What follows belongs to an exercise in optimizing a design on an open flow for small area and a short achievable clock period; a production flow would make more cautious choices. The RTL was checked by simulation tests, not by an equivalence proof against the original design.

==> branch juniper: inputs <==
Design aes_round_top, start of the top module:
module aes_round_top (
    input  wire         clk,
    input  wire         rst,
    input  wire         in_valid,
    input  wire [127:0] state_in,
    input  wire [127:0] round_key,
    output wire         out_valid,
    output wire [127:0] state_out
);
clock: 7.0 ns
lec_check: 0
cap_margin: 20
core_margin: 2
core_utilization: 60
cts_buf_list: sky130_fd_sc_hd__clkbuf_4 sky130_fd_sc_hd__clkbuf_8
place_density: 0.75
setup_slack_margin: 4.2
slew_margin: 20
synth_hierarchical: 1
synth_minimum_keep_size: 0
standard.sh (not shown) runs the stock make flow with config.mk's settings and CLKGATE_MAP_FILE= SYNTH_SCRIPT=/design/flow/synth_recipe.tcl, a recipe that flattens the netlist after the stock synthesis.
==> flow/flow/run.sh <==
#!/bin/bash
set -euo pipefail
export BUFFER_PORTS_ARGS="-buffer_cell sky130_fd_sc_hd__buf_1"
bash standard.sh > standard_flow.log 2>&1
==> branch garnet: changes against branch juniper <==
--- a/flow/config.mk
+++ b/flow/config.mk
@@ -8,8 +8,7 @@
 export CAP_MARGIN = 20
 export CORE_MARGIN = 2
-export CORE_UTILIZATION = 60
-export CTS_BUF_LIST = sky130_fd_sc_hd__clkbuf_4 sky130_fd_sc_hd__clkbuf_8
-export PLACE_DENSITY = 0.75
-export SETUP_SLACK_MARGIN = 4.2
+export CORE_UTILIZATION = 50
+export PLACE_DENSITY = 0.65
+export SETUP_SLACK_MARGIN = 4.35
 export SLEW_MARGIN = 20
 export SYNTH_HIERARCHICAL = 1
==> results.yml <==
route:
  wl_met1_mm: 29.7
grt:
  grt_max_degree: 14
  antenna_found_initial: 3
placed_design:
  post_dp_cell_area_um2: 37300
  dp.cells: 4693
layout:
  multi_input_area_share_pct: 64.6
  diodes: 1
  mostFrequentLayoutCells: "xor2_1 (1,737), nand2_1 (429), buf_1 (361)"
sta:
  fin_crit_sh_pct: 37.8
status:
  status: "timing/DRC/antenna clean"
die:
  dieArea_um2: 72500
Source of the figures above: branch garnet

==> results.yml <==
placed_design:
  post_dp_cell_area_um2: 35600
  dp.cells: 4518
sta:
  fin_crit_sh_pct: 39.7
  whs_ps: 430
grt:
  antenna_found_initial: 4
  grt_max_degree: 11
die:
  dieArea_um2: 60600
route:
  wl_met1_mm: 28.7
layout:
  mostFrequentLayoutCells: "xor2_1 (1,839), nand2_1 (451), buf_1 (387)"
  diodes: 2
  multi_input_area_share_pct: 65.5
status:
  status: "timing/DRC/antenna clean"
Source of the figures above: branch juniper


* * *

==> run R <==
Another version of the RTL of aes_round_top (not shown whole).
clock: 7.0 ns
lec_check: 0
cap_margin: 20
core_margin: 2
core_utilization: 50
place_density: 0.65
slew_margin: 20
synth_hierarchical: 1
synth_minimum_keep_size: 0
run.sh (not shown) runs the stock make flow with config.mk's settings and CLKGATE_MAP_FILE= SYNTH_SCRIPT=/design/flow/synth_recipe.tcl, a recipe that flattens the netlist after the stock synthesis.
Stock flow here: none of the scripts above is used.
==> run M: changes against run R <==
--- a/flow/design.v
+++ b/flow/design.v
@@ -213,19 +213,19 @@
     assign y[28] = w179;
     assign y[29] = w184;
     assign y[30] = w204;
     assign y[31] = w181;
 endmodule
 module sb_a (
     input  wire [7:0] y,
     output wire [7:0] x,
-    output wire [3:0] t
+    output wire [3:0] ti
 );
-    wire w8, w9, w10, w11, w12, w13, w14, w15, w16, w17, w18, w19, w20, w21, w22, w23, w24, w25, w26, w27, w28, w29, w30, w31, w32, w33, w34, w43, w44, w45, w46, w47, w48, w49, w50, w51, w52, w53, w54, w55, w56, w57, w58, w59, w60, w61, w62, w63, w64, w65;
+    wire w8, w9, w10, w11, w12, w13, w14, w15, w16, w17, w18, w19, w20, w21, w22, w23, w24, w25, w26, w27, w28, w29, w30, w31, w32, w33, w34, w43, w44, w45, w46, w47, w48, w49, w50, w51, w52, w53, w54, w55, w56, w57, w58, w59, w60, w61, w62, w63, w64, w65, w66, w67, w68, w69, w70, w71, w72, w73, w74, w75, w76, w77, w78, w79, w80, w81, w82;
     g_xor2 g0 (.a(y[0]), .b(y[1]), .y(w8));
     g_xor2 g1 (.a(y[2]), .b(y[5]), .y(w9));
     g_xor2 g2 (.a(y[6]), .b(y[7]), .y(w10));
     g_xnor2 g3 (.a(y[0]), .b(y[4]), .y(w11));
     g_xor2 g4 (.a(y[7]), .b(w8), .y(w12));
     g_xor2 g5 (.a(y[1]), .b(y[4]), .y(w13));
     g_xor2 g6 (.a(y[2]), .b(y[3]), .y(w14));
     g_xor2 g7 (.a(y[0]), .b(y[5]), .y(w15));
@@ -266,59 +266,48 @@
     g_xnor2 g42 (.a(y[6]), .b(w53), .y(w58));
     g_xor2 g43 (.a(w57), .b(w58), .y(w59));
     g_xor2 g44 (.a(w46), .b(w50), .y(w60));
     g_xnor2 g45 (.a(w31), .b(w60), .y(w61));
     g_xor2 g46 (.a(w53), .b(w61), .y(w62));
     g_xor2 g47 (.a(w43), .b(w50), .y(w63));
     g_xor2 g48 (.a(w25), .b(w63), .y(w64));
     g_xor2 g49 (.a(w52), .b(w64), .y(w65));
+    g_xnor2 g50 (.a(w56), .b(w65), .y(w66));
+    g_nand2 g51 (.a(w56), .b(w59), .y(w67));
+    g_xor2 g52 (.a(w62), .b(w67), .y(w68));
+    g_xnor2 g53 (.a(w59), .b(w62), .y(w69));
+    g_xor2 g54 (.a(w65), .b(w67), .y(w70));
+    g_nor2 g55 (.a(w70), .b(w69), .y(w71));
+    g_nor2 g56 (.a(w68), .b(w66), .y(w72));
+    g_nand2 g57 (.a(w59), .b(w65), .y(w73));
+    g_nor2 g58 (.a(w69), .b(w73), .y(w74));
+    g_xor2 g59 (.a(w69), .b(w67), .y(w75));
+    g_nand2 g60 (.a(w62), .b(w56), .y(w76));
+    g_nor2 g61 (.a(w66), .b(w76), .y(w77));
+    g_xor2 g62 (.a(w66), .b(w67), .y(w78));
+    g_xor2 g63 (.a(w62), .b(w71), .y(w79));
+    g_xor2 g64 (.a(w74), .b(w75), .y(w80));
+    g_xor2 g65 (.a(w65), .b(w72), .y(w81));
+    g_xor2 g66 (.a(w77), .b(w78), .y(w82));
     assign x[0] = w30;
     assign x[1] = w27;
     assign x[2] = w33;
     assign x[3] = w29;
     assign x[4] = w15;
-    g_inv g50 (.a(y[1]), .y(x[5]));
+    g_inv g67 (.a(y[1]), .y(x[5]));
     assign x[6] = w19;
     assign x[7] = w18;
-    assign t[0] = w59;
-    assign t[1] = w62;
-    assign t[2] = w56;
-    assign t[3] = w65;
+    assign ti[0] = w82;
+    assign ti[1] = w81;
+    assign ti[2] = w80;
+    assign ti[3] = w79;
 endmodule
 module sb_b (
     input  wire [7:0] x,
-    input  wire [3:0] t,
-    output wire [3:0] ti
-);
-    wire w12, w13, w14, w15, w16, w17, w18, w19, w20, w21, w22, w23, w24, w25, w26, w27, w28;
-    g_xnor2 g0 (.a(t[2]), .b(t[3]), .y(w12));
-    g_nand2 g1 (.a(t[2]), .b(t[0]), .y(w13));
-    g_xor2 g2 (.a(t[1]), .b(w13), .y(w14));
-    g_xnor2 g3 (.a(t[0]), .b(t[1]), .y(w15));
-    g_xor2 g4 (.a(t[3]), .b(w13), .y(w16));
-    g_nor2 g5 (.a(w16), .b(w15), .y(w17));
-    g_nor2 g6 (.a(w14), .b(w12), .y(w18));
-    g_nand2 g7 (.a(t[0]), .b(t[3]), .y(w19));
-    g_nor2 g8 (.a(w15), .b(w19), .y(w20));
-    g_xor2 g9 (.a(w15), .b(w13), .y(w21));
-    g_nand2 g10 (.a(t[1]), .b(t[2]), .y(w22));
-    g_nor2 g11 (.a(w12), .b(w22), .y(w23));
-    g_xor2 g12 (.a(w12), .b(w13), .y(w24));
-    g_xor2 g13 (.a(t[1]), .b(w17), .y(w25));
-    g_xor2 g14 (.a(w20), .b(w21), .y(w26));
-    g_xor2 g15 (.a(t[3]), .b(w18), .y(w27));
-    g_xor2 g16 (.a(w23), .b(w24), .y(w28));
-    assign ti[0] = w28;
-    assign ti[1] = w27;
-    assign ti[2] = w26;
-    assign ti[3] = w25;
-endmodule
-module sb_c (
-    input  wire [7:0] x,
     input  wire [3:0] ti,
     output wire [7:0] s
 );
     wire w12, w13, w14, w15, w16, w17, w18, w19, w20, w21, w22, w23, w24, w25, w26, w27, w28, w29, w30, w31, w32, w33, w34, w35, w36, w37, w38, w39, w40, w41, w42, w43, w44, w45, w46, w47, w48, w49, w50, w51, w52, w53, w54, w55, w56, w57, w58, w59, w60, w61, w62, w63, w64, w65, w66, w67, w68, w69, w70, w71, w72, w73, w74, w75, w76, w77, w78;
     g_xor2 g0 (.a(x[7]), .b(x[5]), .y(w12));
     g_xor2 g1 (.a(x[6]), .b(x[4]), .y(w13));
     g_xor2 g2 (.a(x[7]), .b(x[6]), .y(w14));
     g_xor2 g3 (.a(x[5]), .b(x[4]), .y(w15));
@@ -398,48 +387,42 @@
     input  wire         clk,
     input  wire         rst,
     input  wire         in_valid,
     input  wire [127:0] state_in,
     input  wire [127:0] round_key,
     output wire         out_valid,
     output wire [127:0] state_out
 );
-    reg [3:0] vld;
+    reg [2:0] vld;
     always @(posedge clk) begin
-        if (rst) vld <= 4'd0;
-        else     vld <= {vld[2:0], in_valid};
+        if (rst) vld <= 3'd0;
+        else     vld <= {vld[1:0], in_valid};
     end
-    assign out_valid = vld[3];
+    assign out_valid = vld[2];
     wire [127:0] ark = state_in ^ round_key;
     wire [127:0] ark_q = ark;
     wire [127:0] mc;
     genvar c, i;
     generate
         for (c = 0; c < 4; c = c + 1) begin : g_col
             inv_mixcol u_mc (.x(ark_q[127 - 32*c -: 32]), .y(mc[127 - 32*c -: 32]));
         end
     endgenerate
     reg  [127:0] mc_q;
     always @(posedge clk) mc_q <= mc;
     wire [127:0] x0;
-    wire [63:0] t0;
-    reg  [63:0] t0_q;
-    always @(posedge clk) t0_q <= t0;
+    wire [63:0] ti0;
+    reg  [63:0] ti0_q;
+    always @(posedge clk) ti0_q <= ti0;
     reg  [127:0] x0_q;
     always @(posedge clk) x0_q <= x0;
-    wire [63:0] ti1;
-    reg  [63:0] ti1_q;
-    always @(posedge clk) ti1_q <= ti1;
-    reg  [127:0] x0_q_q;
-    always @(posedge clk) x0_q_q <= x0_q;
     wire [127:0] sb;
     generate
         for (i = 0; i < 16; i = i + 1) begin : g_sb
-            sb_a u_sb_a (.y(mc_q[127 - 8*i -: 8]), .x(x0[8*i +: 8]), .t(t0[4*i +: 4]));
-            sb_b u_sb_b (.x(x0_q[8*i +: 8]), .t(t0_q[4*i +: 4]), .ti(ti1[4*i +: 4]));
-            sb_c u_sb_c (.x(x0_q_q[8*i +: 8]), .ti(ti1_q[4*i +: 4]), .s(sb[127 - 8*(4*(((i / 4) + (i % 4)) % 4) + (i % 4)) -: 8]));
+            sb_a u_sb_a (.y(mc_q[127 - 8*i -: 8]), .x(x0[8*i +: 8]), .ti(ti0[4*i +: 4]));
+            sb_b u_sb_b (.x(x0_q[8*i +: 8]), .ti(ti0_q[4*i +: 4]), .s(sb[127 - 8*(4*(((i / 4) + (i % 4)) % 4) + (i % 4)) -: 8]));
         end
     endgenerate
     reg  [127:0] sb_q;
     always @(posedge clk) sb_q <= sb;
     assign state_out = sb_q;
 endmodule
==> flow/flow/run.sh (new file) <==
#!/bin/bash
set -euo pipefail
export BUFFER_PORTS_ARGS="-buffer_cell sky130_fd_sc_hd__buf_2"
bash standard.sh > standard_flow.log 2>&1
==> flow/standard.sh (new file) <==
#!/bin/bash
# synth_recipe.tcl (not shown) runs the flow's synth.tcl, then flattens the netlist and writes it again
# the make line also repeats each setting of config.mk as NAME=value (left out here)
make -C /OpenROAD-flow-scripts/flow DESIGN_CONFIG=/design/flow/config.mk WORK_HOME=/design/flow/orfs CLKGATE_MAP_FILE= SYNTH_SCRIPT=/design/flow/synth_recipe.tcl "${@:-finish}"
removed: flow/run.sh
==> run X: changes against run R <==
--- a/flow/design.v
+++ b/flow/design.v
@@ -213,19 +213,19 @@
     assign y[28] = w179;
     assign y[29] = w184;
     assign y[30] = w204;
     assign y[31] = w181;
 endmodule
 module sb_a (
     input  wire [7:0] y,
     output wire [7:0] x,
-    output wire [3:0] t
+    output wire [3:0] ti
 );
-    wire w8, w9, w10, w11, w12, w13, w14, w15, w16, w17, w18, w19, w20, w21, w22, w23, w24, w25, w26, w27, w28, w29, w30, w31, w32, w33, w34, w43, w44, w45, w46, w47, w48, w49, w50, w51, w52, w53, w54, w55, w56, w57, w58, w59, w60, w61, w62, w63, w64, w65;
+    wire w8, w9, w10, w11, w12, w13, w14, w15, w16, w17, w18, w19, w20, w21, w22, w23, w24, w25, w26, w27, w28, w29, w30, w31, w32, w33, w34, w43, w44, w45, w46, w47, w48, w49, w50, w51, w52, w53, w54, w55, w56, w57, w58, w59, w60, w61, w62, w63, w64, w65, w66, w67, w68, w69, w70, w71, w72, w73, w74, w75, w76, w77, w78, w79, w80, w81, w82;
     g_xor2 g0 (.a(y[0]), .b(y[1]), .y(w8));
     g_xor2 g1 (.a(y[2]), .b(y[5]), .y(w9));
     g_xor2 g2 (.a(y[6]), .b(y[7]), .y(w10));
     g_xnor2 g3 (.a(y[0]), .b(y[4]), .y(w11));
     g_xor2 g4 (.a(y[7]), .b(w8), .y(w12));
     g_xor2 g5 (.a(y[1]), .b(y[4]), .y(w13));
     g_xor2 g6 (.a(y[2]), .b(y[3]), .y(w14));
     g_xor2 g7 (.a(y[0]), .b(y[5]), .y(w15));
@@ -266,59 +266,48 @@
     g_xnor2 g42 (.a(y[6]), .b(w53), .y(w58));
     g_xor2 g43 (.a(w57), .b(w58), .y(w59));
     g_xor2 g44 (.a(w46), .b(w50), .y(w60));
     g_xnor2 g45 (.a(w31), .b(w60), .y(w61));
     g_xor2 g46 (.a(w53), .b(w61), .y(w62));
     g_xor2 g47 (.a(w43), .b(w50), .y(w63));
     g_xor2 g48 (.a(w25), .b(w63), .y(w64));
     g_xor2 g49 (.a(w52), .b(w64), .y(w65));
+    g_xnor2 g50 (.a(w56), .b(w65), .y(w66));
+    g_nand2 g51 (.a(w56), .b(w59), .y(w67));
+    g_xor2 g52 (.a(w62), .b(w67), .y(w68));
+    g_xnor2 g53 (.a(w59), .b(w62), .y(w69));
+    g_xor2 g54 (.a(w65), .b(w67), .y(w70));
+    g_nor2 g55 (.a(w70), .b(w69), .y(w71));
+    g_nor2 g56 (.a(w68), .b(w66), .y(w72));
+    g_nand2 g57 (.a(w59), .b(w65), .y(w73));
+    g_nor2 g58 (.a(w69), .b(w73), .y(w74));
+    g_xor2 g59 (.a(w69), .b(w67), .y(w75));
+    g_nand2 g60 (.a(w62), .b(w56), .y(w76));
+    g_nor2 g61 (.a(w66), .b(w76), .y(w77));
+    g_xor2 g62 (.a(w66), .b(w67), .y(w78));
+    g_xor2 g63 (.a(w62), .b(w71), .y(w79));
+    g_xor2 g64 (.a(w74), .b(w75), .y(w80));
+    g_xor2 g65 (.a(w65), .b(w72), .y(w81));
+    g_xor2 g66 (.a(w77), .b(w78), .y(w82));
     assign x[0] = w30;
     assign x[1] = w27;
     assign x[2] = w33;
     assign x[3] = w29;
     assign x[4] = w15;
-    g_inv g50 (.a(y[1]), .y(x[5]));
+    g_inv g67 (.a(y[1]), .y(x[5]));
     assign x[6] = w19;
     assign x[7] = w18;
-    assign t[0] = w59;
-    assign t[1] = w62;
-    assign t[2] = w56;
-    assign t[3] = w65;
+    assign ti[0] = w82;
+    assign ti[1] = w81;
+    assign ti[2] = w80;
+    assign ti[3] = w79;
 endmodule
 module sb_b (
     input  wire [7:0] x,
-    input  wire [3:0] t,
-    output wire [3:0] ti
-);
-    wire w12, w13, w14, w15, w16, w17, w18, w19, w20, w21, w22, w23, w24, w25, w26, w27, w28;
-    g_xnor2 g0 (.a(t[2]), .b(t[3]), .y(w12));
-    g_nand2 g1 (.a(t[2]), .b(t[0]), .y(w13));
-    g_xor2 g2 (.a(t[1]), .b(w13), .y(w14));
-    g_xnor2 g3 (.a(t[0]), .b(t[1]), .y(w15));
-    g_xor2 g4 (.a(t[3]), .b(w13), .y(w16));
-    g_nor2 g5 (.a(w16), .b(w15), .y(w17));
-    g_nor2 g6 (.a(w14), .b(w12), .y(w18));
-    g_nand2 g7 (.a(t[0]), .b(t[3]), .y(w19));
-    g_nor2 g8 (.a(w15), .b(w19), .y(w20));
-    g_xor2 g9 (.a(w15), .b(w13), .y(w21));
-    g_nand2 g10 (.a(t[1]), .b(t[2]), .y(w22));
-    g_nor2 g11 (.a(w12), .b(w22), .y(w23));
-    g_xor2 g12 (.a(w12), .b(w13), .y(w24));
-    g_xor2 g13 (.a(t[1]), .b(w17), .y(w25));
-    g_xor2 g14 (.a(w20), .b(w21), .y(w26));
-    g_xor2 g15 (.a(t[3]), .b(w18), .y(w27));
-    g_xor2 g16 (.a(w23), .b(w24), .y(w28));
-    assign ti[0] = w28;
-    assign ti[1] = w27;
-    assign ti[2] = w26;
-    assign ti[3] = w25;
-endmodule
-module sb_c (
-    input  wire [7:0] x,
     input  wire [3:0] ti,
     output wire [7:0] s
 );
     wire w12, w13, w14, w15, w16, w17, w18, w19, w20, w21, w22, w23, w24, w25, w26, w27, w28, w29, w30, w31, w32, w33, w34, w35, w36, w37, w38, w39, w40, w41, w42, w43, w44, w45, w46, w47, w48, w49, w50, w51, w52, w53, w54, w55, w56, w57, w58, w59, w60, w61, w62, w63, w64, w65, w66, w67, w68, w69, w70, w71, w72, w73, w74, w75, w76, w77, w78;
     g_xor2 g0 (.a(x[7]), .b(x[5]), .y(w12));
     g_xor2 g1 (.a(x[6]), .b(x[4]), .y(w13));
     g_xor2 g2 (.a(x[7]), .b(x[6]), .y(w14));
     g_xor2 g3 (.a(x[5]), .b(x[4]), .y(w15));
@@ -398,48 +387,42 @@
     input  wire         clk,
     input  wire         rst,
     input  wire         in_valid,
     input  wire [127:0] state_in,
     input  wire [127:0] round_key,
     output wire         out_valid,
     output wire [127:0] state_out
 );
-    reg [3:0] vld;
+    reg [2:0] vld;
     always @(posedge clk) begin
-        if (rst) vld <= 4'd0;
-        else     vld <= {vld[2:0], in_valid};
+        if (rst) vld <= 3'd0;
+        else     vld <= {vld[1:0], in_valid};
     end
-    assign out_valid = vld[3];
+    assign out_valid = vld[2];
     wire [127:0] ark = state_in ^ round_key;
     wire [127:0] ark_q = ark;
     wire [127:0] mc;
     genvar c, i;
     generate
         for (c = 0; c < 4; c = c + 1) begin : g_col
             inv_mixcol u_mc (.x(ark_q[127 - 32*c -: 32]), .y(mc[127 - 32*c -: 32]));
         end
     endgenerate
     reg  [127:0] mc_q;
     always @(posedge clk) mc_q <= mc;
     wire [127:0] x0;
-    wire [63:0] t0;
-    reg  [63:0] t0_q;
-    always @(posedge clk) t0_q <= t0;
+    wire [63:0] ti0;
+    reg  [63:0] ti0_q;
+    always @(posedge clk) ti0_q <= ti0;
     reg  [127:0] x0_q;
     always @(posedge clk) x0_q <= x0;
-    wire [63:0] ti1;
-    reg  [63:0] ti1_q;
-    always @(posedge clk) ti1_q <= ti1;
-    reg  [127:0] x0_q_q;
-    always @(posedge clk) x0_q_q <= x0_q;
     wire [127:0] sb;
     generate
         for (i = 0; i < 16; i = i + 1) begin : g_sb
-            sb_a u_sb_a (.y(mc_q[127 - 8*i -: 8]), .x(x0[8*i +: 8]), .t(t0[4*i +: 4]));
-            sb_b u_sb_b (.x(x0_q[8*i +: 8]), .t(t0_q[4*i +: 4]), .ti(ti1[4*i +: 4]));
-            sb_c u_sb_c (.x(x0_q_q[8*i +: 8]), .ti(ti1_q[4*i +: 4]), .s(sb[127 - 8*(4*(((i / 4) + (i % 4)) % 4) + (i % 4)) -: 8]));
+            sb_a u_sb_a (.y(mc_q[127 - 8*i -: 8]), .x(x0[8*i +: 8]), .ti(ti0[4*i +: 4]));
+            sb_b u_sb_b (.x(x0_q[8*i +: 8]), .ti(ti0_q[4*i +: 4]), .s(sb[127 - 8*(4*(((i / 4) + (i % 4)) % 4) + (i % 4)) -: 8]));
         end
     endgenerate
     reg  [127:0] sb_q;
     always @(posedge clk) sb_q <= sb;
     assign state_out = sb_q;
 endmodule
==> flow/flow/run.sh (new file) <==
#!/bin/bash
set -euo pipefail
export BUFFER_PORTS_ARGS="-buffer_cell sky130_fd_sc_hd__buf_2"
bash standard.sh > standard_flow.log 2>&1
==> flow/standard.sh (new file) <==
#!/bin/bash
# synth_recipe.tcl (not shown) runs the flow's synth.tcl, then flattens the netlist and writes it again
# the make line also repeats each setting of config.mk as NAME=value (left out here)
make -C /OpenROAD-flow-scripts/flow DESIGN_CONFIG=/design/flow/config.mk WORK_HOME=/design/flow/orfs CLKGATE_MAP_FILE= SYNTH_SCRIPT=/design/flow/synth_recipe.tcl "${@:-finish}"
Settings changed: SETUP_SLACK_MARGIN from default to 4.1.
removed: flow/run.sh
==> impl_metrics.env <==
export IMPL_cts_made_buffers=72
export IMPL_hold_path_depth=0
export IMPL_seqCellArea_um2=12900
export IMPL_status="timing/DRC/antenna clean"
export IMPL_dp_cells=5069
export IMPL_r2r_cells=7
export IMPL_met1_length_um=36300
export IMPL_ys_seq_elements=644
Source of the figures above: run R

==> impl_metrics.env <==
export IMPL_met1_length_um=35000
export IMPL_routed_wl_um=70200
export IMPL_dp_cells=4767
export IMPL_root_buffer="clkbuf_16"
export IMPL_ys_seq_elements=451
export IMPL_cts_made_buffers=54
export IMPL_status="timing/DRC/antenna clean"
export IMPL_synth_mux_area_fraction_pct=0
export IMPL_r2r_cells=11
export IMPL_synth_top_cell_by_area="xor2_1"
Source of the figures above: run M

==> impl_metrics.env <==
export IMPL_met1_length_um=28300
export IMPL_synth_xor_area_share_pct=59.5
export IMPL_seqCellArea_um2=9130
export IMPL_status="timing/DRC/antenna clean"
export IMPL_row_count=97
export IMPL_drv_slew=0
export IMPL_synth_top_cells_by_count="xor2_1 (2132), nand2_1 (464), dfxtp_1 (451)"
export IMPL_dp_cells=4761
export IMPL_cts_made_buffers=51
Source of the figures above: run X

==> what the ideal ports hide <==
The flow's constraints put no driver on any port. The routed layouts listed below were extracted and timed again, unchanged, in two steps.
Step 1 sets driving cells, clkbuf_16 on the clock port and buf_2 on the other inputs (assumed; they add their load-dependent delay and slew).
Step 2 moves the port delays by t, midway between the first and last clock arrival at a register: inputs arrive t later, outputs are due t later. That takes back most of the time a late clock gives input paths.
a / b / c = ideal ports / drivers / drivers and shift; a / b = the first two.
run | t (ns) | setup slack, ns | hold WS [ns] | worst slew at a driven data input, ns
branch juniper | 0.690 | 4.223 / 4.228 / 3.568 | 0.430 / 0.430 / 0.430 | 0.11
branch garnet | 0.640 | 4.352 / 4.370 / 3.736 | 0.447 / 0.447 / 0.447 | 0.05
run R | 0.660 | 3.110 / 3.147 / 2.487 | 0.313 / 0.313 / 0.313 | 0.08
run M | 0.663 | 3.305 / 3.342 / 2.679 | 0.443 / 0.443 / 0.443 | 0.08
run X | 0.637 | 4.201 / 4.233 / 3.596 | 0.441 / 0.441 / 0.441 | 0.06
After both steps setup and hold are still met in every run listed. For branch juniper, which loses most, drivers alone change the setup slack by +0.005 ns; drivers and shift together by -0.655 ns.
